Source: an optimization exercise on an open RTL-to-GDS flow (aim: small area and a short achievable clock period). Production flows keep margins and buffers that such runs may drop.
RTL that was checked went through simulation tests only; none was proved equivalent to the original.
For runs 1 and 2, only the layout was checked, not whether the RTL still works.
Power and IR drop assume default switching activity.

==> flow/config.mk <==
export PLATFORM = sky130hd
export DESIGN_NAME = guitar_hero
export DESIGN_NICKNAME = guitar_hero
export VERILOG_FILES = /design/flow/design.v
export SDC_FILE = /design/flow/constraint.sdc
export NUM_CORES = 4
export LEC_CHECK = 0
export ABC_CLOCK_PERIOD_IN_PS = 50000
export CAP_MARGIN = 20
export CORE_MARGIN = 2
export CORE_UTILIZATION = 40
export CTS_BUF_LIST = sky130_fd_sc_hd__clkbuf_8
export CTS_CLUSTER_DIAMETER = 50
export CTS_CLUSTER_SIZE = 18
export SLEW_MARGIN = 20
==> flow/constraint.sdc <==
create_clock -name core_clock -period 90.0 [get_ports {clk}]
set_input_delay 18.0000 -clock core_clock [delete_from_list [all_inputs] [get_ports {clk}]]
set_output_delay 18.0000 -clock core_clock [all_outputs]
set_load 0.01 [all_outputs]
==> flow/design.v <==
module clock_divider #(parameter [17:0] TERM = 18'd0)(in_clk, sys_rst, rst, out_clk);
    input in_clk;
    input sys_rst;
    input rst;
    output reg out_clk;
    reg [17:0] q;
    wire term = (q == TERM);
    always @(posedge in_clk) begin
        if (sys_rst | term)
            q <= 18'd0;
        else
            q <= {~q[16:0], q[17] ^ q[10]};
        if (sys_rst)
            out_clk <= 1'b0;
        else if (term)
            out_clk <= ~out_clk;
        else if (rst)
            out_clk <= 1'b0;
    end
endmodule
module note #(parameter HEIGHT0 = 100, HEIGHT1 = 100)(clk, sys_rst, gameclk, in_reset, o_yhigh, o_hs);
    input clk, sys_rst;
    input gameclk, in_reset;
    output reg [9:0] o_yhigh;
    output reg o_hs;
    function [9:0] inc10;    
        input [9:0] a;
        input c;
        integer i;
        reg k;
        begin
            k = c;
            for (i = 0; i < 10; i = i + 1) begin
                inc10[i] = a[i] ^ k;
                k = k & a[i];
            end
        end
    endfunction
    function le10;           
        input [9:0] a, b;
        integer i;
        reg k;
        begin
            k = 1'b1;
            for (i = 0; i < 10; i = i + 1)
                k = (~a[i] & b[i]) | ((~a[i] | b[i]) & k);
            le10 = k;
        end
    endfunction
    function [9:0] add10;    
        input [9:0] a, b;
        integer i;
        reg k;
        begin
            k = 1'b0;
            for (i = 0; i < 10; i = i + 1) begin
                add10[i] = a[i] ^ b[i] ^ k;
                k = (a[i] & b[i]) | (k & (a[i] | b[i]));
            end
        end
    endfunction
    localparam [9:0] END0 = 480 + HEIGHT1;
    localparam [9:0] END1 = 480 + HEIGHT0;
    wire last = o_hs ? ((o_yhigh & END1) == END1) : ((o_yhigh & END0) == END0);
    wire clr = sys_rst | (gameclk & (in_reset | last));
    always @(posedge clk) begin
        o_yhigh <= clr ? 10'd0 : inc10(o_yhigh, gameclk);
        o_hs <= (sys_rst | (gameclk & in_reset)) ? 1'b0 : o_hs ^ (gameclk & last);
    end
endmodule
module lane_ring(clk, sys_rst, clr, up, dn, nz);
    input clk, sys_rst, clr;
    input [4:0] up, dn;
    output reg [4:0] nz;
    reg [69:0] ring;
    reg [3:0] b;             
    reg [2:0] l;             
    reg [9:0] op;            
    reg [1:0] act;           
    reg c;                   
    reg nzacc;               
    wire first = (b == 4'd0);
    wire last = b[3] & b[2] & b[0];      
    wire llast = l[2];                   
    reg [1:0] opl;
    always @(*) begin
        case (l)
            3'd0: opl = op[1:0];
            3'd1: opl = op[3:2];
            3'd2: opl = op[5:4];
            3'd3: opl = op[7:6];
            default: opl = op[9:8];
        endcase
    end
    wire [1:0] cur = first ? opl : act;
    wire cin = first ? (opl[0] ^ opl[1]) : c;
    wire h = ring[69];
    wire out = ~(cur[1] & cur[0]) & (h ^ cin);
    integer j;
    always @(posedge clk) begin
        ring <= {ring[68:0], out};
        act <= cur;
        c <= cin & (h ^ cur[1]);
        nzacc <= out | (nzacc & ~first);
        if (sys_rst) begin
            b <= 4'd0;
            l <= 3'd0;
        end
        else begin
            b <= last ? 4'd0 : {b[3] ^ (b[2] & b[1] & b[0]), b[2] ^ (b[1] & b[0]), b[1] ^ b[0], ~b[0]};
            if (last)
                l <= llast ? 3'd0 : {l[1] & l[0], l[1] ^ l[0], ~l[0]};
        end
        for (j = 0; j < 5; j = j + 1) begin
            if (clr)
                op[2*j +: 2] <= 2'b11;
            else if (up[j] | dn[j])
                op[2*j +: 2] <= {dn[j], up[j]};
            else if (first && l == j)
                op[2*j +: 2] <= 2'b00;
            if (clr)
                nz[j] <= 1'b0;
            else if (last && l == j)
                nz[j] <= nzacc | out;
        end
    end
endmodule
module display (clk, sys_rst, switchClk, rst, clr, up, dn, segval, whichseg);
    input clk, sys_rst;
    input switchClk;
    input rst, clr;
    input [4:0] up, dn;
    output reg [6:0] segval;
    output reg [3:0] whichseg;
    reg [1:0] cntr;
    reg [3:0] d0, d1, d2, d3;
    reg top;
    function [1:0] fa;       
        input a, b, c;
        fa = {(a & b) | (c & (a | b)), a ^ b ^ c};
    endfunction
    function [2:0] pc5;      
        input [4:0] v;
        reg [1:0] x, y;
        begin
            x = fa(v[0], v[1], v[2]);
            y = fa(x[0], v[3], v[4]);
            pc5 = {x[1] & y[1], x[1] ^ y[1], y[0]};
        end
    endfunction
    function [4:0] add4;     
        input [3:0] a, b;
        integer i;
        reg k;
        begin
            k = 1'b0;
            for (i = 0; i < 4; i = i + 1) begin
                add4[i] = a[i] ^ b[i] ^ k;
                k = (a[i] & b[i]) | (k & (a[i] | b[i]));
            end
            add4[4] = k;
        end
    endfunction
    function [3:0] dinc;     
        input [3:0] d;
        dinc = (d[3] & d[0]) ? 4'd0 : {d[3] ^ (d[2] & d[1] & d[0]), d[2] ^ (d[1] & d[0]), d[1] ^ d[0], ~d[0]};
    endfunction
    function [3:0] ddec;     
        input [3:0] d;
        ddec = (d == 4'd0) ? 4'd9 : {d[3] & (d[2] | d[1] | d[0]), d[2] ^ ~(d[1] | d[0]), d[1] ^ ~d[0], ~d[0]};
    endfunction
    wire [2:0] nup = pc5(up);
    wire [2:0] nndn = pc5(~dn);
    wire [4:0] s6 = add4({1'b0, nup}, {1'b0, nndn});
    wire [4:0] sum5 = add4(d0, s6[3:0]);
    reg [3:0] n0, n1, n2, n3;
    reg ntop;
    reg c0p, c0m, c1p, c1m, c2p, c2m, c3p, c3m;
    reg [4:0] t;
    always @(*) begin
        c0p = sum5[4] | (sum5[3] & sum5[2] & sum5[1] & sum5[0]);   
        c0m = ~sum5[4] & ~sum5[3] & ~(sum5[2] & (sum5[1] | sum5[0]));                                     
        t = add4(sum5[3:0], c0p ? 4'd1 : c0m ? 4'd5 : 4'd11);
        n0 = t[3:0];
        c1p = c0p & (d1 == 4'd9); c1m = c0m & (d1 == 4'd0);
        n1 = c0p ? dinc(d1) : c0m ? ddec(d1) : d1;
        c2p = c1p & (d2 == 4'd9); c2m = c1m & (d2 == 4'd0);
        n2 = c1p ? dinc(d2) : c1m ? ddec(d2) : d2;
        c3p = c2p & (d3 == 4'd9); c3m = c2m & (d3 == 4'd0);
        n3 = c2p ? dinc(d3) : c2m ? ddec(d3) : d3;
        ntop = top ^ c3p ^ c3m;
        if (ntop && n3 == 4'd6 && n2 == 4'd3 && n1 == 4'd8 && (n0[3] | n0[2])) begin
            ntop = 0; n3 = 0; n2 = 0; n1 = 0;
            t = add4(n0, 4'd12);
            n0 = t[3:0];
        end
        else if (c3m && !top) begin
            ntop = 1; n3 = 4'd6; n2 = 4'd3;
            n1 = (n0 == 4'd5) ? 4'd7 : 4'd8;
            t = add4(n0, (n0 == 4'd5) ? 4'd4 : 4'd10);
            n0 = t[3:0];
        end
    end
    always @(posedge clk) begin
        if (clr) begin
            d0 <= 0; d1 <= 0; d2 <= 0; d3 <= 0; top <= 0;
        end
        else begin
            d0 <= n0; d1 <= n1; d2 <= n2; d3 <= n3; top <= ntop;
        end
    end
    always @(*) begin
        case (cntr)
            2'd0: whichseg = 4'b0111;
            2'd1: whichseg = 4'b1011;
            2'd2: whichseg = 4'b1101;
            default: whichseg = 4'b1110;
        endcase
    end
    reg [3:0] dig;
    always @(*) begin
        case (cntr)
            2'd0: dig = d0;
            2'd1: dig = d1;
            2'd2: dig = d2;
            default: dig = d3;
        endcase
    end
    always @(*) begin
        case (dig)
            4'd0: segval = 7'b0000001;
            4'd1: segval = 7'b1001111;
            4'd2: segval = 7'b0010010;
            4'd3: segval = 7'b0000110;
            4'd4: segval = 7'b1001100;
            4'd5: segval = 7'b0100100;
            4'd6: segval = 7'b0100000;
            4'd7: segval = 7'b0001111;
            4'd8: segval = 7'b0000000;
            4'd9: segval = 7'b0000100;
            default: segval = 7'bxxxxxxx;
        endcase
    end
    always @(posedge clk) begin
        if (sys_rst)
            cntr <= 0;
        else if (switchClk)
            cntr <= rst ? 2'd0 : {cntr[1] ^ cntr[0], ~cntr[0]};
    end
endmodule
module vga_controller(clk, sys_rst, VGAclk, reset, hsync, vsync, o_q, o_rr, o_y);
    input clk, sys_rst;
    input VGAclk, reset;
    output hsync, vsync;
    output reg [2:0] o_q;
    output reg [6:0] o_rr;
    output reg [9:0] o_y;
    function [9:0] inc10;    
        input [9:0] a;
        input c;
        integer i;
        reg k;
        begin
            k = c;
            for (i = 0; i < 10; i = i + 1) begin
                inc10[i] = a[i] ^ k;
                k = k & a[i];
            end
        end
    endfunction
    function le10;           
        input [9:0] a, b;
        integer i;
        reg k;
        begin
            k = 1'b1;
            for (i = 0; i < 10; i = i + 1)
                k = (~a[i] & b[i]) | ((~a[i] | b[i]) & k);
            le10 = k;
        end
    endfunction
    function [9:0] add10;    
        input [9:0] a, b;
        integer i;
        reg k;
        begin
            k = 1'b0;
            for (i = 0; i < 10; i = i + 1) begin
                add10[i] = a[i] ^ b[i] ^ k;
                k = (a[i] & b[i]) | (k & (a[i] | b[i]));
            end
        end
    endfunction
    wire rlast = o_rr[6] & o_rr[5] & o_rr[2] & o_rr[0];           
    wire hlast = (o_q == 3'd7) && (o_rr == 7'd23);                  
    wire vlast = o_y[9] & o_y[3] & o_y[2];                          
    assign hsync = ~((o_q == 3'd5 && le10(10'd83, {3'b0, o_rr})) || (o_q == 3'd6 && le10({3'b0, o_rr}, 10'd77)));
    assign vsync = ~(le10(10'd489, o_y) && le10(o_y, 10'd491));
    always @(posedge clk) begin
        if (sys_rst) begin
            o_q <= 3'd7;
            o_rr <= 7'd40;
            o_y <= 0;
        end
        else if (VGAclk) begin
            if (hlast)
                o_rr <= 7'd40;
            else if (rlast)
                o_rr <= 7'd0;
            else
                o_rr <= inc10({3'b0, o_rr}, 1'b1);
            if (rlast)
                o_q <= inc10({7'b0, o_q}, 1'b1);
            if (hlast)
                o_y <= vlast ? 10'd0 : inc10(o_y, 1'b1);
            else if (reset)
                o_y <= 0;
        end
    end
endmodule
module guitar_hero(clk, rst, btnRst, sw, hsync, vsync, buzzer, r, g, b, o_segval, o_whichseg);
    input clk, rst, btnRst;
    input [4:0] sw;
    output hsync, vsync;
    output reg [2:0] r, g;
    output reg [1:0] b;
    output [3:0] o_whichseg;
    output [6:0] o_segval;
    output reg buzzer;
    function [9:0] inc10;    
        input [9:0] a;
        input c;
        integer i;
        reg k;
        begin
            k = c;
            for (i = 0; i < 10; i = i + 1) begin
                inc10[i] = a[i] ^ k;
                k = k & a[i];
            end
        end
    endfunction
    function le10;           
        input [9:0] a, b;
        integer i;
        reg k;
        begin
            k = 1'b1;
            for (i = 0; i < 10; i = i + 1)
                k = (~a[i] & b[i]) | ((~a[i] | b[i]) & k);
            le10 = k;
        end
    endfunction
    function [9:0] add10;    
        input [9:0] a, b;
        integer i;
        reg k;
        begin
            k = 1'b0;
            for (i = 0; i < 10; i = i + 1) begin
                add10[i] = a[i] ^ b[i] ^ k;
                k = (a[i] & b[i]) | (k & (a[i] | b[i]));
            end
        end
    endfunction
    wire reset;
    wire a3, b3, c4, d4, e4;
    wire [2:0] q;
    wire [6:0] rr;
    wire [9:0] y;
    reg [3:0] rstHist;
    assign reset = ~rstHist[3] & ~rstHist[2] & rstHist[1] & rstHist[0];
    reg [6:0] c100;
    reg [4:0] c25;
    reg vga_out, game_out, disp_out;
    wire vga_tc  = c100[0];
    wire game_tc = c100[6] & c100[5] & c100[1] & c100[0];    
    wire disp_tc = game_tc & c25[4] & c25[3];               
    wire VGAclk    = ~vga_out & vga_tc;
    wire gameclk   = ~game_out & game_tc;
    wire switchClk = ~disp_out & disp_tc;
    always @(posedge clk) begin
        if (rst) begin
            c100 <= 0;
            c25 <= 0;
        end
        else begin
            c100 <= game_tc ? 7'd0 : inc10({3'b0, c100}, 1'b1);
            if (game_tc)
                c25 <= (c25[4] & c25[3]) ? 5'd0 : inc10({5'b0, c25}, 1'b1);
        end
    end
    always @(posedge clk) begin
        if (rst) begin
            vga_out <= 0;
            game_out <= 0;
            disp_out <= 0;
        end
        else begin
            vga_out  <= vga_tc  ? ~vga_out  : vga_out  & ~reset;
            game_out <= game_tc ? ~game_out : game_out & ~reset;
            disp_out <= disp_tc ? ~disp_out : disp_out & ~reset;
        end
    end
    always @(posedge clk) begin
        if (rst)
            rstHist <= 4'b0000;
        else if (gameclk)
            rstHist <= {rstHist[2], rstHist[1], rstHist[0], btnRst};
    end
    vga_controller vga (.clk(clk), .sys_rst(rst), .VGAclk(VGAclk), .reset(reset), .hsync(hsync), .vsync(vsync), .o_q(q), .o_rr(rr), .o_y(y));
    wire [9:0] yh1, yh2, yh3, yh4, yh5;
    wire hs1, hs2, hs3, hs4, hs5;
    note #(73, 133)  note1 (.clk(clk), .sys_rst(rst), .gameclk(gameclk), .in_reset(reset), .o_yhigh(yh1), .o_hs(hs1));
    note #(123, 67)  note2 (.clk(clk), .sys_rst(rst), .gameclk(gameclk), .in_reset(reset), .o_yhigh(yh2), .o_hs(hs2));
    note #(53, 180)  note3 (.clk(clk), .sys_rst(rst), .gameclk(gameclk), .in_reset(reset), .o_yhigh(yh3), .o_hs(hs3));
    note #(152, 43)  note4 (.clk(clk), .sys_rst(rst), .gameclk(gameclk), .in_reset(reset), .o_yhigh(yh4), .o_hs(hs4));
    note #(85, 115)  note5 (.clk(clk), .sys_rst(rst), .gameclk(gameclk), .in_reset(reset), .o_yhigh(yh5), .o_hs(hs5));
    clock_divider #(18'h17dab) play_a3 (.in_clk(clk), .sys_rst(rst), .rst(reset), .out_clk(a3));
    clock_divider #(18'h24c2d) play_b3 (.in_clk(clk), .sys_rst(rst), .rst(reset), .out_clk(b3));
    clock_divider #(18'h3a8f6) play_c4 (.in_clk(clk), .sys_rst(rst), .rst(reset), .out_clk(c4));
    clock_divider #(18'h1411a) play_d4 (.in_clk(clk), .sys_rst(rst), .rst(reset), .out_clk(d4));
    clock_divider #(18'h0465a) play_e4 (.in_clk(clk), .sys_rst(rst), .rst(reset), .out_clk(e4));
    wire noterr = le10(10'd12, {3'b0, rr}) && le10({3'b0, rr}, 10'd92);
    reg [9:0] syh;
    reg [7:0] sh;
    reg inn;
    always @(*) begin
        inn = noterr;
        case (q)
            3'd0: begin syh = yh1; sh = hs1 ? 8'd73  : 8'd133; end
            3'd1: begin syh = yh2; sh = hs2 ? 8'd123 : 8'd67;  end
            3'd2: begin syh = yh3; sh = hs3 ? 8'd53  : 8'd180; end
            3'd3: begin syh = yh4; sh = hs4 ? 8'd152 : 8'd43;  end
            3'd4: begin syh = yh5; sh = hs5 ? 8'd85  : 8'd115; end
            default: begin syh = 10'bx; sh = 8'bx; inn = 1'b0; end
        endcase
    end
    wire innote = inn && le10({2'b00, sh}, syh) && le10(y, syh) && le10(syh, add10(y, {2'b00, sh}));
    wire vline = le10(y, 10'd431) && le10({3'b0, rr}, 10'd2) && (q != 3'd6) && (q != 3'd7);
    wire hline = le10(10'd430, y) && le10(y, 10'd432) && ((q == 3'd0 && rr != 7'd0) || (q != 3'd0 && q != 3'd5 && q != 3'd6 && q != 3'd7) || (q == 3'd5 && rr[6:1] == 6'd0));
    wire bline = le10(10'd360, y) && le10(y, 10'd362);
    always @ (*) begin
        if (vline || hline) begin
            r = 3'b011; g = 3'b011; b = 2'b01;
        end
        else if (bline) begin
            r = 3'b111; g = 3'b111; b = 2'b11;
        end
        else if (!le10(y, 10'd432) || !innote) begin
            r = 3'b000; g = 3'b000; b = 2'b00;
        end
        else begin
            case (q)
                3'd0: begin r = 3'b111; g = 3'b000; b = 2'b00; end
                3'd1: begin r = 3'b000; g = 3'b000; b = 2'b11; end
                3'd2: begin r = 3'b000; g = 3'b111; b = 2'b00; end
                3'd3: begin r = 3'b111; g = 3'b111; b = 2'b00; end
                default: begin r = 3'b111; g = 3'b000; b = 2'b11; end
            endcase
        end
    end
    wire win1 = le10(10'd362, yh1) && (hs1 ? le10(yh1, 10'd433) : le10(yh1, 10'd493));
    wire win2 = le10(10'd362, yh2) && (hs2 ? le10(yh2, 10'd483) : le10(yh2, 10'd427));
    wire win3 = le10(10'd362, yh3) && (hs3 ? le10(yh3, 10'd413) : le10(yh3, 10'd540));
    wire win4 = le10(10'd362, yh4) && (hs4 ? le10(yh4, 10'd512) : le10(yh4, 10'd403));
    wire win5 = le10(10'd362, yh5) && (hs5 ? le10(yh5, 10'd445) : le10(yh5, 10'd475));
    wire [4:0] win = {win1, win2, win3, win4, win5};
    wire [4:0] nz;
    wire tick = gameclk & ~reset;
    wire sclr = rst | (gameclk & reset);
    wire [4:0] up = {5{tick}} & sw & win;
    wire [4:0] dn = {5{tick}} & sw & ~win & nz;
    lane_ring lanes (.clk(clk), .sys_rst(rst), .clr(sclr), .up(up), .dn(dn), .nz(nz));
    display disp(.clk(clk), .sys_rst(rst), .switchClk(switchClk), .rst(reset), .clr(sclr), .up(up), .dn(dn), .segval(o_segval), .whichseg(o_whichseg));
    always @ (*) begin
        casez (sw)
            5'b1????: buzzer = a3;
            5'b01???: buzzer = b3;
            5'b001??: buzzer = c4;
            5'b0001?: buzzer = d4;
            5'b00001: buzzer = e4;
            default : buzzer = 1'b1;
        endcase
    end
endmodule
==> flow/flow/run.sh <==
#!/bin/bash
# Own layout flow: the standard ORFS flow, with three changes.
#  - Synthesis maps the logic with an area-oriented ABC script
#    (flow/abc_area.script) and without the full/half-adder extraction.
#    Registers are mapped before ABC runs, so they are the standard
#    synthesis's (same names, count and cells).
#  - The ports get buf_4 buffers instead of the flow's default choice.
#  - Timing repair aims at a setup slack of 60 ns: only the path from sw to
#    buzzer (input and output delays 18 ns each) is below that, so only its
#    cells are resized.
# Each tool's output goes to a log file of its own in this folder.
set -euo pipefail
HERE=$(pwd)
mkdir -p scripts_shadow
for f in "$FLOW_HOME"/scripts/*; do
    ln -sf "$f" scripts_shadow/
done
rm -f scripts_shadow/abc_speed.script
cp flow/abc_area.script scripts_shadow/abc_speed.script

bash standard.sh SCRIPTS_DIR="$HERE/scripts_shadow" ADDER_MAP_FILE= SETUP_SLACK_MARGIN=60 \
    BUFFER_PORTS_ARGS="-buffer_cell sky130_fd_sc_hd__buf_4" synth > synth.log 2>&1
bash standard.sh SCRIPTS_DIR="$HERE/scripts_shadow" ADDER_MAP_FILE= SETUP_SLACK_MARGIN=60 \
    BUFFER_PORTS_ARGS="-buffer_cell sky130_fd_sc_hd__buf_4" finish > layout.log 2>&1
==> flow/flow/abc_area.script <==
strash
dch -f
amap
strash
dch -f
amap
strash
dch -f
amap
topo
==> flow/standard.sh <==
#!/bin/bash
# synth_recipe.tcl (not shown) runs the flow's synth.tcl, then flattens the netlist and writes it again
# the make line also repeats each setting of config.mk as NAME=value (left out here)
make -C /OpenROAD-flow-scripts/flow DESIGN_CONFIG=/design/flow/config.mk WORK_HOME=/design/flow/orfs CLKGATE_MAP_FILE= SYNTH_SCRIPT=/design/flow/synth_recipe.tcl "${@:-finish}"
==> flow_metrics.env, run 1 <==
export IMPL_slew_headroom_pct=23.8
export IMPL_fin_tns_setup_ps=0
export IMPL_wire_per_inst_um=13.8
export IMPL_synth_main_ff_cell="dfxtp_1"
export IMPL_h_tree_depth=1
export IMPL_core_area_sq_um=28800
export IMPL_drive_above_1_share_pct=5.99
export IMPL_place_area_sq_um=12500
export IMPL_routed_wl_um=26700
export IMPL_syn_cell_area_sq_um=11700
export IMPL_cts_sinks=304
export IMPL_final_common_cell="nor2_1"
export IMPL_reg2regPathDepth=38
export IMPL_io_buffers=29
export IMPL_cp_startpoint="sw[0]"
export IMPL_holdBufCountCts=0
export IMPL_rsz0062_at_grt="true"
export IMPL_r2r_end="disp.d0[3]"
export IMPL_ys_async_sr_fraction_pct=0
export IMPL_viasPerCell=5.25
export IMPL_design_die_area_sq_um=30700
export IMPL_min_period_ps=36870
export IMPL_start_util_pct=40.8
export IMPL_cp_start_kind="primary input"
export IMPL_final_cell_count_no_fill=1937
export IMPL_final_cell_mix="375 x nor2_1, 304 x dfxtp_1, 167 x clkinv_1"
export IMPL_status="timing/DRC/antenna clean"
export IMPL_p_leak_nw=4.70
export IMPL_path_class="primary input to output port"
export IMPL_yosysUniqueCellTypes=48
export IMPL_max_freq_mhz=27.1
export IMPL_numCtsBuffers=30
export IMPL_cts_tree="done"
export IMPL_maxSlewViolCount=0
export IMPL_peakVddDrop_v=0.0000158
export IMPL_area_delta_synth_final_pct=12.6
export IMPL_post_cts_setup_buffers=0
export IMPL_finalCritPeriodShare_pct=41.0
export IMPL_rows=62
export IMPL_grt_pass1_wl_um=44200
export IMPL_crit_path_end="buzzer"
export IMPL_grt_overflow=0
export IMPL_holdCritStartpoint="lanes.ring[0]"
export IMPL_finClkSkew_ps=25.5
export IMPL_setup_violations_final=0
export IMPL_fin_nets=1540
export IMPL_syn_nets=1477
export IMPL_hold_path_class="flop to flop"
export IMPL_cap_violations=0
export IMPL_netSwitchingFraction_pct=24.5
export IMPL_drt_iter0_drc=617
export IMPL_clkPwrFrac_pct=38.5
export IMPL_rr_startpoint="note5.o_yhigh[5]"
export IMPL_synth_seq_cells=304
export IMPL_die_y_um=175
export IMPL_grt_max_degree=28
export IMPL_required_ps=72000
export IMPL_antennaDiodeCount=0
export IMPL_clk_pin_slew_worst_paths_ps=100
export IMPL_cts_max_path_buffers=3
export IMPL_place_congestion=0.887
export IMPL_tightest_slew_ps=1110
export IMPL_dp_hpwl_um=19800
export IMPL_dieWidth_um=175
export IMPL_hold_ws_ps=311
export IMPL_yosysSeqAreaShare_pct=51.8
export IMPL_ctsRootBufferMaster="clkbuf_8"
export IMPL_seqPwrFrac_pct=58.7
export IMPL_final_antenna_net_count=0
export IMPL_grt_total_usage_pct=17.1
export IMPL_intPower_mw=0.190
export IMPL_end_kind="output port"
export IMPL_antenna_found_initial=0
export IMPL_yosysWarnings=14
export IMPL_powerDensity_nw_per_um2=19.0
export IMPL_synth_edf_count=0
export IMPL_critPathArrivalTime_ps=18870
export IMPL_drtPass1Iterations=7
export IMPL_insertion_delay_ps=590
export IMPL_io_pins=30
export IMPL_r2r_setup_slack_ps=81500
export IMPL_vias=10200
export IMPL_post_route_drc_count=0
export IMPL_fin_area_sq_um=13200
export IMPL_syn_area_per_cell_sq_um=7.99
export IMPL_path_max_fanout=2
export IMPL_grt_pass1_vias=9155
export IMPL_switching_power_mw=0.0616
export IMPL_finalHoldViolCount=0
export IMPL_syn_instance_count=1469
export IMPL_p_comb_share_pct=2.8
export IMPL_numPlacedInstances=1884
-- power groups by stage --
stage	clock, mW	combinational (mW)	sequential (mW)
2_1_floorplan	0	0.00477	0.150
3_3_place_gp	0	0.00687	0.151
3_5_place_dp	0	0.00703	0.151
4_1_cts	0.101	0.00718	0.148
5_1_grt	0.105	0.00813	0.149
6_report	0.0968	0.00713	0.148
-- worst min path at each step --
stage | to | slack, ps | cells past startpoint
detailed placement | lanes.ring[50] | 310 | 0
CTS | lanes.ring[1] | 320 | 0
floorplan | lanes.ring[10] | 310 | 0
global placement | lanes.ring[19] | 310 | 0
finish | lanes.ring[1] | 310 | 0
global route | lanes.ring[1] | 310 | 0
-- state kept, by name, summed over array words and instances (netlist names), 18 cells and up --
signal,flops
lanes.ring,70
play_a3.q,18
play_b3.q,18
play_c4.q,18
play_d4.q,18
play_e4.q,18
-- worst max-delay path, cell delays in order --
cell and delay, ps:
buf_8 80, clkinv_4 40, o21ai_2 110, a21oi_2 70
a21oi_2 100, nor2_1 60, a211oi_2 180, a21oi_2 70
buf_4 150
-- through the flow --
| stage | utilization [%] | setup WS (ps) | total power, mW |
|---|---|---|---|
| finish | 45.9 | 53130 | 0.252 |
| floorplan | - | 53380 | 0.154 |
| global placement | 43.3 | 52920 | 0.158 |
| CTS | 45.9 | 53020 | 0.256 |
| global route | 45.9 | 53050 | 0.262 |
| detailed placement | 43.3 | 52950 | 0.158 |
-- cells in the mapped netlist, types with 2 or more instances --
| master | instances | area [sq um] |
|---|---|---|
| nor2_1 | 375 | 1410 |
| dfxtp_1 | 304 | 6090 |
| clkinv_1 | 169 | 634 |
| nand2_1 | 98 | 368 |
| o21ai_0 | 79 | 395 |
| a21oi_1 | 77 | 385 |
| nor3_1 | 56 | 280 |
| o22ai_1 | 41 | 257 |
| a211oi_1 | 39 | 293 |
| nand3_1 | 29 | 145 |
| a31oi_1 | 21 | 131 |
| nand4_1 | 16 | 100 |
| nor4_1 | 15 | 93.8 |
| o211ai_1 | 14 | 105 |
| o221ai_1 | 12 | 105 |
| a221oi_1 | 11 | 96.3 |
| nor2b_1 | 10 | 62.6 |
| or2_0 | 10 | 62.6 |
| or4_1 | 10 | 75.1 |
| or3_1 | 9 | 56.3 |
| a22oi_1 | 8 | 60.1 |
| and2_0 | 8 | 50.1 |
| and3_1 | 8 | 50.1 |
| a2111oi_0 | 7 | 61.3 |
| nor4bb_1 | 4 | 40.0 |
| o32ai_1 | 4 | 35.0 |
| a222oi_1 | 3 | 30.0 |
| o21a_1 | 3 | 22.5 |
| o21bai_1 | 3 | 22.5 |
| o31ai_1 | 3 | 22.5 |
| a32oi_1 | 2 | 17.5 |
| and4b_1 | 2 | 20.0 |
| buf_4 | 2 | 15.0 |
| nor3b_1 | 2 | 15.0 |
| o2111ai_1 | 2 | 17.5 |
-- routing by layer --
metal	vias up	wire (um)	GRT usage (%)	share of wire [%]
met4	0	665	5.14	2.5
met5	-	0	0	0
met3	55	1380	2.90	5.2
met2	234	12100	28.2	45
li1	5251	-	-	-
met1	4636	12600	23.1	47
-- final cells by class --
class                           instances  area [sq um]
Clock inverter                         21           275
Timing Repair Buffer                   33           259
Inverter                              169           644
Clock buffer                           32           440
Tap cell                              384           480
Fill cell                            2864         15600
Multi-Input combinational cell        994          5030
Sequential cell                       304          6090
-- logic make-up (layout without fill, tap and decap cells) --
kind of cell    count (synthesis)  after routing  share of synthesized area, %
simple gates                  654            654                          24.2
compound gates                339            339                          18.3
flops                         304            304                          51.8
buf+inv                       171            255                          5.53
xor+xnor                        1              1                        0.0746
-- timing repair --
action                                  CTS  global route
endpoints found under the hold margin     0             0
gates resized for setup                  10             2
gates cloned                              0             0
endpoints found under the setup margin    1             1
pin swaps                                 4             4
==> inputs of run 2 (changes only) <==
--- a/flow/config.mk
+++ b/flow/config.mk
@@ -11,5 +11,5 @@
 export CORE_UTILIZATION = 40
-export CTS_BUF_LIST = sky130_fd_sc_hd__clkbuf_8
-export CTS_CLUSTER_DIAMETER = 50
-export CTS_CLUSTER_SIZE = 18
+export CTS_BUF_LIST = sky130_fd_sc_hd__clkbuf_16
+export CTS_CLUSTER_DIAMETER = 80
+export CTS_CLUSTER_SIZE = 30
 export SLEW_MARGIN = 20
==> run 2 against run 1 <==
Effect of this change:
- routed wire length rose by 0.27%
- worst hold slack improved by 4.2 ps
- largest power group unchanged
- largest cell class unchanged
- count of clock-buffer cells in the layout fell by 13
- critical path type unchanged
- die area did not move
- still clean
- global-route usage barely moved
- sequential share of layout area rose by 0.22 points
- register-to-register slack barely moved
- clock skew fell by 8.2 ps
- critical endpoint unchanged
- sequential power barely moved
==> flow_metrics.env, run 2 <==
export IMPL_p_comb_share_pct=2.9
export IMPL_routed_wl_um=26800
export IMPL_rsz0062_at_grt="true"
export IMPL_die_y_um=175
export IMPL_cap_violations=0
export IMPL_path_max_fanout=2
export IMPL_hold_ws_ps=315
export IMPL_hold_path_class="flop to flop"
export IMPL_grt_pass1_wl_um=44200
export IMPL_yosys_mux_area_fraction_pct=0
export IMPL_numCtsBuffers=18
export IMPL_post_synth_xor_area_fraction_pct=0.0746
export IMPL_required_ps=72000
export IMPL_final_antenna_net_count=0
export IMPL_clkPwrFrac_pct=37.9
export IMPL_insertion_delay_ps=520
export IMPL_rr_startpoint="note5.o_yhigh[5]"
export IMPL_syn_cell_area_sq_um=11700
export IMPL_r2r_end="disp.d0[3]"
export IMPL_fin_tns_setup_ps=0
export IMPL_final_common_cell="nor2_1"
export IMPL_post_route_drc_count=0
export IMPL_finalHoldViolCount=0
export IMPL_cp_start_kind="primary input"
export IMPL_p_leak_nw=4.66
export IMPL_setup_violations_final=0
export IMPL_max_freq_mhz=27.1
export IMPL_start_util_pct=40.8
export IMPL_cts_sinks=304
export IMPL_finalCritPeriodShare_pct=41.0
export IMPL_status="timing/DRC/antenna clean"
export IMPL_cp_startpoint="sw[0]"
export IMPL_regMostFlops="lanes.ring"
export IMPL_ys_async_sr_fraction_pct=0
export IMPL_crit_path_cell_trace="buf_8, clkinv_4, o21ai_2, a21oi_2, a21oi_2, nor2_1, a211oi_2, a21oi_2, buf_4"
export IMPL_numPlacedInstances=1884
export IMPL_num_fill_cells=2856
export IMPL_reg2regPathDepth=38
export IMPL_wl_met3_um=1420
export IMPL_m1WireLength_um=12800
export IMPL_min_period_ps=36870
export IMPL_io_buffers=29
export IMPL_netSwitchingFraction_pct=23.9
export IMPL_synth_main_ff_cell="dfxtp_1"
export IMPL_synth_seq_cells=304
export IMPL_slew_headroom_pct=20.6
export IMPL_synth_adder_area_share_pct=0
export IMPL_synth_compound_area_share_pct=18.3
export IMPL_grt_overflow=0
export IMPL_synth_most_common_cell="nor2_1"
export IMPL_drive_above_1_share_pct=4.64
export IMPL_maxSlewViolCount=0
export IMPL_final_cell_mix="375 x nor2_1, 304 x dfxtp_1, 167 x clkinv_1"
export IMPL_dr_wl_met2_um=12000
export IMPL_syn_nets=1477
export IMPL_crit_path_end="buzzer"
export IMPL_vias=10100
export IMPL_tightest_slew_ps=1160
export IMPL_fin_nets=1528
export IMPL_io_pins=30
export IMPL_drtPass1Iterations=5
export IMPL_intPower_mw=0.190
export IMPL_grt_total_usage_pct=17.2
export IMPL_highest_layer="met4"
export IMPL_antennaDiodeCount=0
export IMPL_core_area_sq_um=28800
export IMPL_synth_edf_count=0
export IMPL_switching_power_mw=0.0596
export IMPL_dieWidth_um=175
export IMPL_cpMostUsedCell="a21oi_2"
export IMPL_dp_hpwl_um=19800
export IMPL_critical_path_max_stage_delay_ps=170
export IMPL_grt_max_degree=31
export IMPL_synth_top_family_by_area="simple AND/OR/NAND/NOR gates"
export IMPL_yosysWarnings=14
export IMPL_synth_top_area_cell="dfxtp_1"
export IMPL_peakVddDrop_v=0.0000114
export IMPL_clk_pin_slew_worst_paths_ps=110
export IMPL_antenna_found_initial=0
export IMPL_power_mw=0.249
export IMPL_seqPwrFrac_pct=59.2
export IMPL_yosysUniqueCellTypes=48
export IMPL_path_class="primary input to output port"
export IMPL_cts_tree="done"
export IMPL_slowest_stage="a211oi_2"
export IMPL_syn_area_per_cell_sq_um=7.99
export IMPL_end_kind="output port"
export IMPL_rows=62
export IMPL_final_cell_count_no_fill=1914
export IMPL_area_delta_synth_final_pct=12.0
export IMPL_finClkSkew_ps=17.3
export IMPL_whs_path_depth=0
export IMPL_yosys_top_cells_area="dfxtp_1 52%, nor2_1 12%, clkinv_1 5.4%"
export IMPL_design_die_area_sq_um=30700
export IMPL_viasPerCell=5.28
export IMPL_r2r_setup_slack_ps=81510
export IMPL_yosysTopAreaCellShare_pct=51.8
export IMPL_multi_input_area_sq_um=5030
export IMPL_cts_max_path_buffers=3
export IMPL_largest_reg_flops=70
export IMPL_syn_instance_count=1469
export IMPL_place_congestion=0.887
export IMPL_grt_pass1_vias=9131
export IMPL_h_tree_depth=1
export IMPL_ctsRootBufferMaster="clkbuf_16"
export IMPL_powerDensity_nw_per_um2=19.0
export IMPL_drt_iter0_drc=684
export IMPL_yosysSeqAreaShare_pct=51.8
export IMPL_synth_common_cells="375 x nor2_1, 304 x dfxtp_1, 169 x clkinv_1"
export IMPL_area_sequential_sq_um=6090
export IMPL_critPathArrivalTime_ps=18870
export IMPL_yosys_area_share_simple_pct=24.2
export IMPL_wire_per_inst_um=14.0
## run 2: kinds of logic after synthesis
logic type / Yosys count
and+or+nand+nor: 654
AOI/OAI and AO/OA: 339
DFF: 304
xor gates and xnor gates: 1
buffers and inverters: 171
## run 2: repair_timing
action	4_1_cts	5_1_grt
buffers inserted	0	0
setup endpoints to repair	1	1
hold buffers	0	0
resized for setup	9	3
pin swaps	4	4
cloned	0	0
## run 2: layout make-up
type / count / share of cell area, %
clock buffers: 19 / 3.62
inverters: 169 / 4.90
flip-flops and latches: 304 / 46.3
multi-input cells: 994 / 38.2
repair buffers: 33 / 1.97
well taps: 384 / 3.65
clock inverters: 11 / 1.34
## run 2: routing by layer
metal,vias to the layer above,GRT usage [%]
met5,-,0
met4,0,4.58
met3,48,2.99
met2,211,28.6
met1,4621,23.0
li1,5225,-
## run 2: stage by stage
stage	worst slack, ps	area (sq um)	util, %
global route	53050	13200	45.7
floorplan	53380	11700	-
CTS	53040	13100	45.6
global placement	52920	12500	43.3
finish	53130	13200	45.7
detailed placement	52950	12500	43.3
## run 2: how the worst min path moves through the flow
stage / from / to / slack, ps
final: lanes.ring[3] / lanes.ring[4] / 310
after global routing: lanes.ring[0] / lanes.ring[1] / 330
after detailed placement: lanes.ring[49] / lanes.ring[50] / 310
after CTS: lanes.ring[3] / lanes.ring[4] / 320
after floorplan: lanes.ring[9] / lanes.ring[10] / 310
after global placement: lanes.ring[18] / lanes.ring[19] / 310
## run 2: power groups by stage
| stage | logic, mW | clock network, mW | registers (mW) |
|---|---|---|---|
| CTS | 0.00717 | 0.0980 | 0.148 |
| detailed placement | 0.00703 | 0 | 0.151 |
| global route | 0.00814 | 0.102 | 0.149 |
| floorplan | 0.00477 | 0 | 0.150 |
| finish | 0.00710 | 0.0945 | 0.148 |
| global placement | 0.00687 | 0 | 0.151 |
## run 2: worst max-delay path: cells and delay by family
family / cells / cell delay (ps)
and+or+nand+nor: 1 / 60
buffers and inverters: 3 / 270
AOI/OAI and AO/OA: 5 / 530
==> inputs of run 3 (changes only) <==
--- a/flow/design.v
+++ b/flow/design.v
@@ -70,45 +70,38 @@
 endmodule
-module lane_ring(clk, sys_rst, clr, up, dn, nz);
-    input clk, sys_rst, clr;
+module lane_ring(clk, clr, ph, hi, up, dn, nz);
+    input clk, clr;
+    input [2:0] ph;
+    input hi;
     input [4:0] up, dn;
     output reg [4:0] nz;
-    reg [69:0] ring;
-    reg [3:0] b;             
-    reg [2:0] l;             
-    reg [9:0] op;            
-    reg [1:0] act;           
-    reg c;                   
-    reg nzacc;               
-    wire first = (b == 4'd0);
-    wire last = b[3] & b[2] & b[0];      
-    wire llast = l[2];                   
-    reg [1:0] opl;
+    reg [6:0] w0, w1, w2, w3, w4, w5, w6, w7, w8, w9;   
+    reg [9:0] op;                    
+    reg c;                           
+    reg nzlo;                        
+    reg [1:0] oph;
     always @(*) begin
-        case (l)
-            3'd0: opl = op[1:0];
-            3'd1: opl = op[3:2];
-            3'd2: opl = op[5:4];
-            3'd3: opl = op[7:6];
-            default: opl = op[9:8];
+        case (ph)
+            3'd0: oph = op[1:0];
+            3'd1: oph = op[3:2];
+            3'd2: oph = op[5:4];
+            3'd3: oph = op[7:6];
+            default: oph = op[9:8];
         endcase
     end
-    wire [1:0] cur = first ? opl : act;
-    wire cin = first ? (opl[0] ^ opl[1]) : c;
-    wire h = ring[69];
-    wire out = ~(cur[1] & cur[0]) & (h ^ cin);
-    integer j;
-    always @(posedge clk) begin
-        ring <= {ring[68:0], out};
-        act <= cur;
-        c <= cin & (h ^ cur[1]);
-        nzacc <= out | (nzacc & ~first);
-        if (sys_rst) begin
-            b <= 4'd0;
-            l <= 3'd0;
-        end
-        else begin
-            b <= last ? 4'd0 : {b[3] ^ (b[2] & b[1] & b[0]), b[2] ^ (b[1] & b[0]), b[1] ^ b[0], ~b[0]};
-            if (last)
-                l <= llast ? 3'd0 : {l[1] & l[0], l[1] ^ l[0], ~l[0]};
+    reg [6:0] nw;
+    reg k;
+    integer i, j;
+    always @(*) begin
+        k = hi ? c : (oph[0] ^ oph[1]);
+        for (i = 0; i < 7; i = i + 1) begin
+            nw[i] = ~(oph[1] & oph[0]) & (w9[i] ^ k);
+            k = k & (w9[i] ^ oph[1]);
         end
+    end
+    always @(posedge clk) begin
+        w0 <= nw;
+        w1 <= w0; w2 <= w1; w3 <= w2; w4 <= w3;
+        w5 <= w4; w6 <= w5; w7 <= w6; w8 <= w7; w9 <= w8;
+        c <= k;
+        nzlo <= |nw;
         for (j = 0; j < 5; j = j + 1) begin
@@ -118,3 +111,3 @@
                 op[2*j +: 2] <= {dn[j], up[j]};
-            else if (first && l == j)
+            else if (hi && ph == j)
                 op[2*j +: 2] <= 2'b00;
@@ -122,4 +115,4 @@
                 nz[j] <= 1'b0;
-            else if (last && l == j)
-                nz[j] <= nzacc | out;
+            else if (hi && ph == j)
+                nz[j] <= nzlo | (|nw);
         end
@@ -372,7 +365,11 @@
     assign reset = ~rstHist[3] & ~rstHist[2] & rstHist[1] & rstHist[0];
-    reg [6:0] c100;
+    reg c2;
+    reg [2:0] c5;
+    reg [3:0] c10;
     reg [4:0] c25;
     reg vga_out, game_out, disp_out;
-    wire vga_tc  = c100[0];
-    wire game_tc = c100[6] & c100[5] & c100[1] & c100[0];    
+    wire c5_last  = c5[2];                                   
+    wire c10_last = c10[3] & c10[0];                         
+    wire vga_tc  = c2;
+    wire game_tc = c2 & c5_last & c10_last;
     wire disp_tc = game_tc & c25[4] & c25[3];               
@@ -383,3 +380,5 @@
         if (rst) begin
-            c100 <= 0;
+            c2 <= 0;
+            c5 <= 0;
+            c10 <= 0;
             c25 <= 0;
@@ -387,3 +386,7 @@
         else begin
-            c100 <= game_tc ? 7'd0 : inc10({3'b0, c100}, 1'b1);
+            c2 <= ~c2;
+            if (c2)
+                c5 <= c5_last ? 3'd0 : {c5[1] & c5[0], c5[1] ^ c5[0], ~c5[0]};
+            if (c2 & c5_last)
+                c10 <= c10_last ? 4'd0 : inc10({6'b0, c10}, 1'b1);
             if (game_tc)
@@ -473,3 +476,3 @@
     wire [4:0] dn = {5{tick}} & sw & ~win & nz;
-    lane_ring lanes (.clk(clk), .sys_rst(rst), .clr(sclr), .up(up), .dn(dn), .nz(nz));
+    lane_ring lanes (.clk(clk), .clr(sclr), .ph(c5), .hi(c2), .up(up), .dn(dn), .nz(nz));
     display disp(.clk(clk), .sys_rst(rst), .switchClk(switchClk), .rst(reset), .clr(sclr), .up(up), .dn(dn), .segval(o_segval), .whichseg(o_whichseg));
==> run 3 against run 2 <==
Effect of this change:
- clock skew increased by 16 ps
- setup slack better by 55 ps
- core utilization shrank 0.65 points
- first-iteration DRC count rose by 6.1%
- critical path type unchanged
- largest cell class unchanged
- highest routed layer unchanged
==> flow_metrics.env, run 3 <==
export IMPL_die_y_um=174
export IMPL_syn_cell_area_sq_um=11600
export IMPL_holdCritStartpoint="lanes.w5[6]"
export IMPL_io_buffers=29
export IMPL_synth_common_cells="351 x nor2_1, 296 x dfxtp_1, 194 x clkinv_1"
export IMPL_setup_violations_final=0
export IMPL_r2r_end="disp.d1[3]"
export IMPL_clkPwrFrac_pct=29.6
export IMPL_syn_area_per_cell_sq_um=8.05
export IMPL_synth_edf_count=0
export IMPL_core_area_sq_um=28600
export IMPL_critPathArrivalTime_ps=18820
export IMPL_max_freq_mhz=27.2
export IMPL_peakVddDrop_v=0.0000113
export IMPL_finalCritPeriodShare_pct=40.9
export IMPL_dieWidth_um=174
export IMPL_insertion_delay_ps=520
export IMPL_fin_nets=1501
export IMPL_fin_tns_setup_ps=0
export IMPL_vias=10100
export IMPL_yosysUniqueCellTypes=47
export IMPL_grt_max_degree=31
export IMPL_synth_top_area_cell="dfxtp_1"
export IMPL_ys_async_sr_fraction_pct=0
export IMPL_syn_nets=1449
export IMPL_synth_main_ff_cell="dfxtp_1"
export IMPL_final_common_cell="nor2_1"
export IMPL_post_route_drc_count=0
export IMPL_grt_pass1_vias=9127
export IMPL_syn_instance_count=1441
export IMPL_end_kind="output port"
export IMPL_grt_overflow=0
export IMPL_viasPerCell=5.35
export IMPL_final_antenna_net_count=0
export IMPL_netSwitchingFraction_pct=27.6
export IMPL_yosysWarnings=14
export IMPL_critPathBufInv=2
export IMPL_path_max_fanout=3
export IMPL_required_ps=72000
export IMPL_grt_pass1_wl_um=44200
export IMPL_synth_seq_cells=296
export IMPL_cts_max_path_buffers=3
export IMPL_maxSlewViolCount=0
export IMPL_cp_start_kind="primary input"
export IMPL_finalHoldViolCount=0
export IMPL_design_die_area_sq_um=30400
export IMPL_powerDensity_nw_per_um2=21.4
export IMPL_place_congestion=0.887
export IMPL_area_delta_synth_final_pct=11.1
export IMPL_rows=62
export IMPL_critical_path_max_stage_delay_ps=230
export IMPL_slew_headroom_pct=30.0
export IMPL_num_fill_cells=2804
export IMPL_reg2regPathDepth=37
export IMPL_h_tree_depth=1
export IMPL_dp_hpwl_um=20100
export IMPL_seqPwrFrac_pct=57.4
export IMPL_finClkSkew_ps=33.2
export IMPL_whs_path_depth=0
export IMPL_intPower_mw=0.200
export IMPL_numCtsBuffers=16
export IMPL_yosysTopAreaCellShare_pct=51.1
export IMPL_antennaDiodeCount=0
export IMPL_crit_path_cell_trace="buf_8, nor2_4, a22oi_2, o221a_1, a21oi_2, o21ai_2, buf_4"
export IMPL_synth_most_common_cell="nor2_1"
export IMPL_routed_wl_um=26600
export IMPL_p_comb_share_pct=12.9
export IMPL_worstHoldEndpoint="lanes.w6[6]"
export IMPL_rsz0062_at_grt="true"
export IMPL_power_mw=0.276
export IMPL_cts_sinks=296
export IMPL_yosysSeqAreaShare_pct=51.1
export IMPL_final_cell_mix="350 x nor2_1, 296 x dfxtp_1, 195 x clkinv_1"
export IMPL_multi_input_area_sq_um=4950
export IMPL_r2r_setup_slack_ps=81520
export IMPL_rr_startpoint="note3.o_yhigh[2]"
export IMPL_io_pins=30
export IMPL_slowest_stage="o221a_1"
export IMPL_cap_violations=0
export IMPL_wire_per_inst_um=14.1
export IMPL_cp_top_family="compound AO/OA/AOI/OAI gates"
export IMPL_clk_pin_slew_worst_paths_ps=100
export IMPL_ctsRootBufferMaster="clkbuf_16"
export IMPL_grt_total_usage_pct=17.4
export IMPL_area_sequential_sq_um=5930
export IMPL_start_util_pct=40.5
export IMPL_tightest_slew_ps=1040
export IMPL_status="timing/DRC/antenna clean"
export IMPL_min_period_ps=36820
export IMPL_drt_iter0_drc=726
export IMPL_drive_above_1_share_pct=4.20
export IMPL_antenna_found_initial=1
export IMPL_switching_power_mw=0.0763
export IMPL_cts_tree="done"
export IMPL_path_class="primary input to output port"
export IMPL_p_leak_nw=4.49
export IMPL_drtPass1Iterations=6
export IMPL_yosys_top_cells_area="dfxtp_1 51%, nor2_1 11%, clkinv_1 6.3%"
export IMPL_hold_path_class="flop to flop"
## run 3: cell count changes after synthesis, moves of 5 or more
cell      change
a211oi_1      +7
nand2_1      -13
o221ai_1      +7
a31oi_1       -9
o21ai_0      -16
clkinv_1     +25
nand4b_1      +5
nor2_1       -24
a221oi_1     +14
dfxtp_1       -8
## run 3: how the worst max path moves through the flow
stage,from,endpoint,slack (ps),cells after the start
4_1_cts,sw[1],buzzer,53180,7
2_1_floorplan,sw[1],buzzer,53450,5
3_3_place_gp,sw[1],buzzer,53160,7
6_report,sw[1],buzzer,53180,7
5_1_grt,sw[1],buzzer,53120,7
3_5_place_dp,sw[1],buzzer,53160,7
## run 3: logic make-up (layout without fill, tap and decap cells)
| kind of cell | count (synthesis) | count (layout) | share of synthesized area, % |
|---|---|---|---|
| xor gates and xnor gates | 1 | 1 | 0.0755 |
| buffers and inverters | 196 | 254 | 6.41 |
| AOI/OAI and AO/OA | 341 | 341 | 19.6 |
| DFF | 296 | 296 | 51.1 |
| and+or+nand+nor | 607 | 607 | 22.9 |
## run 3: timing repair
item | 4_1_cts | 5_1_grt
gates cloned | 0 | 0
setup buffers | 0 | 1
pin swaps | 0 | 4
setup endpoints to repair | 1 | 1
gates resized for setup | 1 | 5
hold buffers | 0 | 0
## run 3: area by class of cell
cell class	instances	area share [%]
inverter	194	5.65
multi-input combinational	949	38.4
sequential	296	46.0
timing repair buffer	36	2.15
clock buffer	17	3.30
tap	384	3.73
clock inverter	7	0.806
## run 3: stage by stage
stage	hold WS [ps]	util [%]	std cells	cell area, sq um	worst slack, ps
after floorplan	310	-	1441	11600	53450
after CTS	337	44.9	1882	12900	53180
after global routing	341	45.0	1883	12900	53120
final	332	45.0	1883	12900	53180
after global placement	310	43.1	1858	12300	53160
after detailed placement	312	43.1	1858	12300	53160
## run 3: power groups by stage
stage                     clock (mW)  sequential, mW  combinational [mW]
after floorplan                    0           0.159              0.0271
after global placement             0           0.161              0.0350
after detailed placement           0           0.162              0.0356
after CTS                     0.0852           0.159              0.0357
after global routing          0.0894           0.161              0.0414
final                         0.0819           0.159              0.0358
## run 3: metal layers
layer	wire, um	vias to the layer above	global-route usage, %
met2	11100	263	27.0
met5	0	-	0
li1	-	5170	-
met1	13400	4602	25.5
met4	499	0	4.24
met3	1530	37	2.43
==> inputs of run 4 (changes only) <==
--- a/flow/design.v
+++ b/flow/design.v
@@ -156,9 +156,15 @@
     endfunction
-    function [3:0] dinc;     
+    function [5:0] dstep;
         input [3:0] d;
-        dinc = (d[3] & d[0]) ? 4'd0 : {d[3] ^ (d[2] & d[1] & d[0]), d[2] ^ (d[1] & d[0]), d[1] ^ d[0], ~d[0]};
-    endfunction
-    function [3:0] ddec;     
-        input [3:0] d;
-        ddec = (d == 4'd0) ? 4'd9 : {d[3] & (d[2] | d[1] | d[0]), d[2] ^ ~(d[1] | d[0]), d[1] ^ ~d[0], ~d[0]};
+        input p, m;
+        reg z;
+        begin
+            z = ~d[3] & ~d[2] & ~d[1] & ~d[0];
+            dstep[0] = d[0] ^ (p | m);
+            dstep[1] = d[1] ^ ((p & d[0] & ~d[3]) | (m & ~d[0] & ~z));
+            dstep[2] = d[2] ^ ((p & d[1] & d[0]) | (m & ~d[1] & ~d[0] & (d[3] | d[2])));
+            dstep[3] = d[3] ^ ((p & d[0] & (d[3] | (d[2] & d[1]))) | (m & ((d[3] & ~d[0]) | z)));
+            dstep[4] = m & z;
+            dstep[5] = p & d[3] & d[0];
+        end
     endfunction
@@ -170,4 +176,5 @@
     reg ntop;
-    reg c0p, c0m, c1p, c1m, c2p, c2m, c3p, c3m;
+    reg c0p, c0m, c3p, c3m;
     reg [4:0] t;
+    reg [5:0] st1, st2, st3;
     always @(*) begin
@@ -177,8 +184,7 @@
         n0 = t[3:0];
-        c1p = c0p & (d1 == 4'd9); c1m = c0m & (d1 == 4'd0);
-        n1 = c0p ? dinc(d1) : c0m ? ddec(d1) : d1;
-        c2p = c1p & (d2 == 4'd9); c2m = c1m & (d2 == 4'd0);
-        n2 = c1p ? dinc(d2) : c1m ? ddec(d2) : d2;
-        c3p = c2p & (d3 == 4'd9); c3m = c2m & (d3 == 4'd0);
-        n3 = c2p ? dinc(d3) : c2m ? ddec(d3) : d3;
+        st1 = dstep(d1, c0p, c0m);
+        st2 = dstep(d2, st1[5], st1[4]);
+        st3 = dstep(d3, st2[5], st2[4]);
+        n1 = st1[3:0]; n2 = st2[3:0]; n3 = st3[3:0];
+        c3p = st3[5]; c3m = st3[4];
         ntop = top ^ c3p ^ c3m;
@@ -426,2 +432,15 @@
     clock_divider #(18'h0465a) play_e4 (.in_clk(clk), .sys_rst(rst), .rst(reset), .out_clk(e4));
+    function [10:0] sub10;    
+        input [9:0] a, b;
+        integer i;
+        reg k;
+        begin
+            k = 1'b0;
+            for (i = 0; i < 10; i = i + 1) begin
+                sub10[i] = a[i] ^ b[i] ^ k;
+                k = (~a[i] & b[i]) | (k & ~(a[i] ^ b[i]));
+            end
+            sub10[10] = k;
+        end
+    endfunction
     wire noterr = le10(10'd12, {3'b0, rr}) && le10({3'b0, rr}, 10'd92);
@@ -441,3 +460,4 @@
     end
-    wire innote = inn && le10({2'b00, sh}, syh) && le10(y, syh) && le10(syh, add10(y, {2'b00, sh}));
+    wire [10:0] dd = sub10(syh, y);
+    wire innote = inn && le10({2'b00, sh}, syh) && !dd[10] && le10(dd[9:0], {2'b00, sh});
     wire vline = le10(y, 10'd431) && le10({3'b0, rr}, 10'd2) && (q != 3'd6) && (q != 3'd7);
==> run 4 against run 3 <==
Effect of this change:
- die area is 2.4% lower
- maximum frequency is 0.46% lower
- design area is 2.1% lower
- still clean
- non-clock buffer count is 2 higher
- clock skew is 9.2 ps lower
- routed wire length is 6.5% lower
- area after synthesis is 2.5% lower
- largest power group unchanged
==> flow_metrics.env, run 4 <==
export IMPL_drive_above_1_share_pct=4.63
export IMPL_antenna_found_initial=0
export IMPL_synth_most_common_cell="nor2_1"
export IMPL_power_mw=0.273
export IMPL_path_class="primary input to output port"
export IMPL_area_delta_synth_final_pct=11.6
export IMPL_ys_async_sr_fraction_pct=0
export IMPL_worst_slack_ps=53010
export IMPL_rsz0062_at_grt="true"
export IMPL_rows=61
export IMPL_post_route_drc_count=0
export IMPL_grt_pass1_wl_um=41500
export IMPL_maxSlewViolCount=0
export IMPL_syn_nets=1394
export IMPL_wire_per_inst_um=13.6
export IMPL_place_congestion=0.919
export IMPL_yosysSeqAreaShare_pct=52.4
export IMPL_routed_wl_um=24900
export IMPL_cts_resized=2
export IMPL_synth_edf_count=0
export IMPL_insertion_delay_ps=510
export IMPL_synth_top_area_cell="dfxtp_1"
export IMPL_finClkSkew_ps=24.0
export IMPL_core_area_sq_um=27800
export IMPL_end_kind="output port"
export IMPL_post_cts_setup_buffers=0
export IMPL_syn_area_per_cell_sq_um=8.16
export IMPL_syn_instance_count=1386
export IMPL_dp_hpwl_um=18400
export IMPL_cts_sinks=296
export IMPL_grt_max_degree=31
export IMPL_holdBufCountCts=0
export IMPL_slowest_stage="o32ai_2"
export IMPL_dp_slack_ps=52920
export IMPL_fin_tns_setup_ps=0
export IMPL_place_area_sq_um=12100
export IMPL_final_antenna_net_count=0
export IMPL_finalHoldViolCount=0
export IMPL_start_util_pct=40.7
export IMPL_fin_area_sq_um=12600
export IMPL_cp_startpoint="sw[1]"
export IMPL_p_leak_nw=4.44
export IMPL_holdCritStartpoint="lanes.w3[1]"
export IMPL_reg2regPathDepth=36
export IMPL_ctsRootBufferMaster="clkbuf_16"
export IMPL_min_period_ps=36990
export IMPL_fin_nets=1448
export IMPL_design_die_area_sq_um=29600
export IMPL_yosys_top_cells_area="dfxtp_1 52%, nor2_1 11%, clkinv_1 5.3%"
export IMPL_final_common_cell="nor2_1"
export IMPL_slew_headroom_pct=32.7
export IMPL_cts_max_path_buffers=3
export IMPL_critPathArrivalTime_ps=18990
export IMPL_critical_path_max_stage_delay_ps=230
export IMPL_peakVddDrop_v=0.0000167
export IMPL_r2r_setup_slack_ps=81120
export IMPL_io_buffers=29
export IMPL_yosysTopAreaCellShare_pct=52.4
export IMPL_rr_startpoint="note4.o_hs"
export IMPL_yosysUniqueCellTypes=50
export IMPL_setup_violations_final=0
export IMPL_antennaDiodeCount=0
export IMPL_grt_total_usage_pct=17.0
export IMPL_r2r_end="disp.d1[3]"
export IMPL_drtPass1Iterations=8
export IMPL_cp_start_kind="primary input"
export IMPL_path_max_fanout=3
export IMPL_io_pins=30
export IMPL_max_freq_mhz=27.0
export IMPL_finalCritPeriodShare_pct=41.1
export IMPL_vias=9617
export IMPL_die_y_um=172
export IMPL_hold_path_class="flop to flop"
export IMPL_dieWidth_um=172
export IMPL_yosysWarnings=14
export IMPL_cap_violations=0
export IMPL_required_ps=72000
export IMPL_powerDensity_nw_per_um2=21.7
export IMPL_h_tree_depth=1
export IMPL_synth_seq_cells=296
export IMPL_synth_common_cells="343 x nor2_1, 296 x dfxtp_1, 161 x clkinv_1"
export IMPL_final_cell_mix="343 x nor2_1, 296 x dfxtp_1, 160 x clkinv_1"
export IMPL_crit_path_end="buzzer"
export IMPL_status="timing/DRC/antenna clean"
export IMPL_cpMostUsedCell="buf_4"
export IMPL_tightest_slew_ps=998
export IMPL_viasPerCell=5.27
export IMPL_grt_pass1_vias=8558
export IMPL_cts_tree="done"
export IMPL_drt_iter0_drc=863
export IMPL_grt_overflow=0
export IMPL_clk_pin_slew_worst_paths_ps=110
export IMPL_crit_path_cell_trace="buf_4, o32ai_2, nor2_1, a211oi_2, a21oi_1, o22a_1, buf_4"
export IMPL_syn_cell_area_sq_um=11300
export IMPL_numCtsBuffers=16
export IMPL_synth_main_ff_cell="dfxtp_1"
## run 4: changes by cell type after synthesis, sizes merged, moves of 11 or more
cell    before  now
nor3        54   68
clkinv     194  161
o211ai      15    2
a221oi      25   14
o21ai       63   78
a21oi       73   59
## run 4: report_power, final
| part | leakage, nW | switching [mW] | internal, mW |
|---|---|---|---|
| logic | 1.75 | 0.0206 | 0.0114 |
| clock network | 0.261 | 0.0461 | 0.0372 |
| registers | 2.43 | 0.00782 | 0.150 |
| total | 4.44 | 0.0746 | 0.199 |
## run 4: logic make-up after synthesis
group | share of synthesized area [%]
buffers and inverters | 5.47
and+or+nand+nor | 23.3
AOI/OAI and AO/OA | 18.8
DFF | 52.4
## run 4: cell type report
class / count / area, sq um
fillers: 2797 / 15200
flip-flops and latches: 296 / 5930
multi-input cells: 927 / 4790
inverters: 161 / 606
well taps: 378 / 473
clock buffers: 17 / 425
repair buffers: 38 / 285
clock inverters: 8 / 120
## run 4: how the worst min path moves through the flow
stage / end / slack, ps / cells after the start
2_1_floorplan: lanes.w1[0] / 310 / 0
3_3_place_gp: lanes.w3[4] / 310 / 0
3_5_place_dp: lanes.w9[1] / 310 / 0
4_1_cts: lanes.w4[1] / 340 / 0
5_1_grt: lanes.w1[3] / 340 / 0
6_report: lanes.w4[1] / 330 / 0
## run 4: critical path, delay by kind of cell
kind                   cells  cell delay [ps]
AND/OR/NAND/NOR            1               70
AO/OA/AOI/OAI              4              640
buffers and inverters      2              270
## run 4: routing by layer
| metal | wire (um) | vias up | GRT usage, % |
|---|---|---|---|
| li1 | - | 4986 | - |
| met1 | 12700 | 4378 | 25.2 |
| met2 | 10200 | 219 | 26.2 |
| met3 | 1400 | 34 | 2.27 |
| met4 | 494 | 0 | 4.20 |
| met5 | 0 | - | 0 |
## run 4: stage by stage
| step | util, % | hold slack, ps | cells |
|---|---|---|---|
| global route | 45.4 | 342 | 1825 |
| CTS | 45.4 | 336 | 1825 |
| detailed placement | 43.4 | 312 | 1800 |
| global placement | 43.4 | 310 | 1800 |
| finish | 45.4 | 329 | 1825 |
| floorplan | - | 310 | 1386 |
==> inputs of run 5 (changes only) <==
--- a/flow/flow/run.sh
+++ b/flow/flow/run.sh
@@ -6,3 +6,3 @@
 #    synthesis's (same names, count and cells).
-#  - The ports get buf_4 buffers instead of the flow's default choice.
+#  - The ports get buf_1 buffers instead of the flow's default choice.
 #  - Timing repair aims at a setup slack of 60 ns: only the path from sw to
@@ -21,4 +21,4 @@
 bash standard.sh SCRIPTS_DIR="$HERE/scripts_shadow" ADDER_MAP_FILE= SETUP_SLACK_MARGIN=60 \
-    BUFFER_PORTS_ARGS="-buffer_cell sky130_fd_sc_hd__buf_4" synth > synth.log 2>&1
+    BUFFER_PORTS_ARGS="-buffer_cell sky130_fd_sc_hd__buf_1" synth > synth.log 2>&1
 bash standard.sh SCRIPTS_DIR="$HERE/scripts_shadow" ADDER_MAP_FILE= SETUP_SLACK_MARGIN=60 \
-    BUFFER_PORTS_ARGS="-buffer_cell sky130_fd_sc_hd__buf_4" finish > layout.log 2>&1
+    BUFFER_PORTS_ARGS="-buffer_cell sky130_fd_sc_hd__buf_1" finish > layout.log 2>&1
--- a/flow/config.mk
+++ b/flow/config.mk
@@ -8,3 +8,3 @@
 export ABC_CLOCK_PERIOD_IN_PS = 50000
-export CAP_MARGIN = 20
+export CAP_MARGIN = 0
 export CORE_MARGIN = 2
@@ -14,2 +14,2 @@
 export CTS_CLUSTER_SIZE = 30
-export SLEW_MARGIN = 20
+export SLEW_MARGIN = 0
==> run 5 against run 4 <==
Effect of this change:
- combinational power decreased by 3%
- power decreased by 2.7%
- still clean
- sequential share of layout area increased by 0.59 points
- first-iteration DRC count increased by 5.4%
- via count decreased by 0.12%
- highest routed layer unchanged
- area after synthesis unchanged
- global-route usage increased by 0.13 points
- critical path depth unchanged
==> flow_metrics.env, run 5 <==
export IMPL_numCtsBuffers=15
export IMPL_critical_path_max_stage_delay_ps=230
export IMPL_routed_wl_um=25000
export IMPL_num_fill_cells=2781
export IMPL_peakVddDrop_v=0.0000145
export IMPL_rr_startpoint="c5[2]"
export IMPL_yosysUniqueCellTypes=50
export IMPL_intPower_mw=0.193
export IMPL_power_mw=0.266
export IMPL_grt_max_degree=31
export IMPL_wire_per_inst_um=13.7
export IMPL_final_antenna_net_count=0
export IMPL_synth_common_cells="343 x nor2_1, 296 x dfxtp_1, 161 x clkinv_1"
export IMPL_rows=61
export IMPL_h_tree_depth=1
export IMPL_critPathArrivalTime_ps=18990
export IMPL_end_kind="output port"
export IMPL_p_comb_share_pct=11.7
export IMPL_rsz0062_at_grt="true"
export IMPL_final_common_cell="nor2_1"
export IMPL_finalHoldViolCount=0
export IMPL_p_leak_nw=4.31
export IMPL_grt_total_usage_pct=17.1
export IMPL_start_util_pct=40.7
export IMPL_vias=9605
export IMPL_multi_input_area_sq_um=4780
export IMPL_grt_pass1_wl_um=41800
export IMPL_seqPwrFrac_pct=59.4
export IMPL_drtPass1Iterations=6
export IMPL_yosys_top_cells_area="dfxtp_1 52%, nor2_1 11%, clkinv_1 5.3%"
export IMPL_yosysWarnings=14
export IMPL_dp_hpwl_um=18400
export IMPL_grt_pass1_vias=8533
export IMPL_cp_startpoint="sw[1]"
export IMPL_crit_path_cell_trace="buf_8, o32ai_2, nor2_1, a211oi_1, a21oi_1, o22a_1, buf_2"
export IMPL_finalCritPeriodShare_pct=41.1
export IMPL_synth_top_area_cell="dfxtp_1"
export IMPL_path_max_fanout=3
export IMPL_synth_main_ff_cell="dfxtp_1"
export IMPL_hold_path_class="flop to flop"
export IMPL_cts_tree="done"
export IMPL_synth_seq_cells=296
export IMPL_io_buffers=29
export IMPL_syn_area_per_cell_sq_um=8.16
export IMPL_slew_headroom_pct=23.7
export IMPL_min_period_ps=36990
export IMPL_tightest_slew_ps=1130
export IMPL_post_cts_setup_buffers=0
export IMPL_core_area_sq_um=27800
export IMPL_insertion_delay_ps=520
export IMPL_cap_violations=0
export IMPL_syn_instance_count=1386
export IMPL_ys_async_sr_fraction_pct=0
export IMPL_cp_start_kind="primary input"
export IMPL_finClkSkew_ps=35.9
export IMPL_place_congestion=0.904
export IMPL_post_route_drc_count=0
export IMPL_synth_most_common_cell="nor2_1"
export IMPL_antenna_found_initial=0
export IMPL_design_die_area_sq_um=29600
export IMPL_fin_tns_setup_ps=0
export IMPL_cts_sinks=296
export IMPL_area_delta_synth_final_pct=10.2
export IMPL_slowest_stage="o32ai_2"
export IMPL_io_pins=30
export IMPL_status="timing/DRC/antenna clean"
export IMPL_holdCritStartpoint="lanes.w6[2]"
export IMPL_area_sequential_sq_um=5930
export IMPL_path_class="primary input to output port"
export IMPL_required_ps=72000
export IMPL_max_freq_mhz=27.0
export IMPL_cts_max_path_buffers=3
export IMPL_maxSlewViolCount=0
export IMPL_drive_above_1_share_pct=2.49
export IMPL_netSwitchingFraction_pct=27.2
export IMPL_critPathBufInv=2
export IMPL_grt_overflow=0
export IMPL_yosysTopAreaCellShare_pct=52.4
export IMPL_syn_nets=1394
export IMPL_drt_iter0_drc=910
export IMPL_dieWidth_um=172
export IMPL_cp_top_family="compound AO/OA/AOI/OAI gates"
export IMPL_synth_edf_count=0
export IMPL_setup_violations_final=0
export IMPL_syn_cell_area_sq_um=11300
export IMPL_antennaDiodeCount=0
export IMPL_clk_pin_slew_worst_paths_ps=100
export IMPL_viasPerCell=5.27
export IMPL_yosysSeqAreaShare_pct=52.4
export IMPL_powerDensity_nw_per_um2=21.3
export IMPL_clkPwrFrac_pct=28.8
export IMPL_final_cell_mix="343 x nor2_1, 296 x dfxtp_1, 161 x clkinv_1"
export IMPL_ctsRootBufferMaster="clkbuf_16"
export IMPL_switching_power_mw=0.0724
export IMPL_hold_ws_ps=334
export IMPL_die_y_um=172
export IMPL_fin_nets=1448
-- run 5: changes by cell type in the layout (fill, tap and decap cells not counted), sizes merged --
cell and change:
buf +1, clkbuf -2, clkinv +1, clkinvlp -1
inv -2
-- run 5: final timing paths --
path	slack [ps]	to	cells after the start
max	53010	buzzer	7
min	330	lanes.w7[2]	0
max reg2reg	81090	disp.d1[3]	39
min reg2reg	330	lanes.w7[2]	0
-- run 5: logic make-up (layout without fill, tap and decap cells) --
| logic type | count (synthesis) | count (layout) | synth area share [%] |
|---|---|---|---|
| flops | 296 | 296 | 52.4 |
| compound gates | 322 | 322 | 18.8 |
| simple gates | 605 | 605 | 23.3 |
| buf+inv | 163 | 221 | 5.47 |
-- run 5: per-stage QoR --
stage	instance area (sq um)	std cells	utilization, %	worst slack, ps
after detailed placement	12000	1801	43.1	52910
final	12500	1822	44.9	53010
after global placement	12000	1801	43.1	52860
after CTS	12500	1822	44.8	52950
after global routing	12500	1822	44.9	52980
after floorplan	11300	1386	-	53240
-- run 5: final cells by class --
| class | count | share of cell area [%] |
|---|---|---|
| multi-input cells | 927 | 38.4 |
| clock buffers | 15 | 3.01 |
| well taps | 378 | 3.79 |
| flip-flops and latches | 296 | 47.5 |
| repair buffers | 39 | 1.67 |
| clock inverters | 6 | 0.733 |
| inverters | 161 | 4.89 |
-- run 5: power groups by stage --
stage | Combinational, mW | Sequential, mW | Clock, mW
after floorplan | 0.0241 | 0.158 | 0
after global placement | 0.0305 | 0.161 | 0
after detailed placement | 0.0310 | 0.161 | 0
after CTS | 0.0313 | 0.158 | 0.0804
after global routing | 0.0362 | 0.161 | 0.0847
final | 0.0312 | 0.158 | 0.0767
-- run 5: routing by layer --
metal	part of all wire, %	wire length (um)	track usage [%]
met1	52	13000	25.8
met2	41	10100	25.9
met3	5.3	1340	2.29
met4	2.1	514	4.24
met5	0	0	0
-- run 5: repair_timing --
| item | in CTS | in global routing |
|---|---|---|
| pin swaps | 4 | 4 |
| endpoints found under the setup margin | 1 | 1 |
| hold buffers | 0 | 0 |
| resized for setup | 9 | 3 |

Setup slack of run 5, layout unchanged: 53.013 ns with ideal ports, 52.892 ns with driving cells assumed (clock clkbuf_16, inputs buf_2), 52.892 ns with port delays also shifted by the 0.549 ns mid clock arrival.
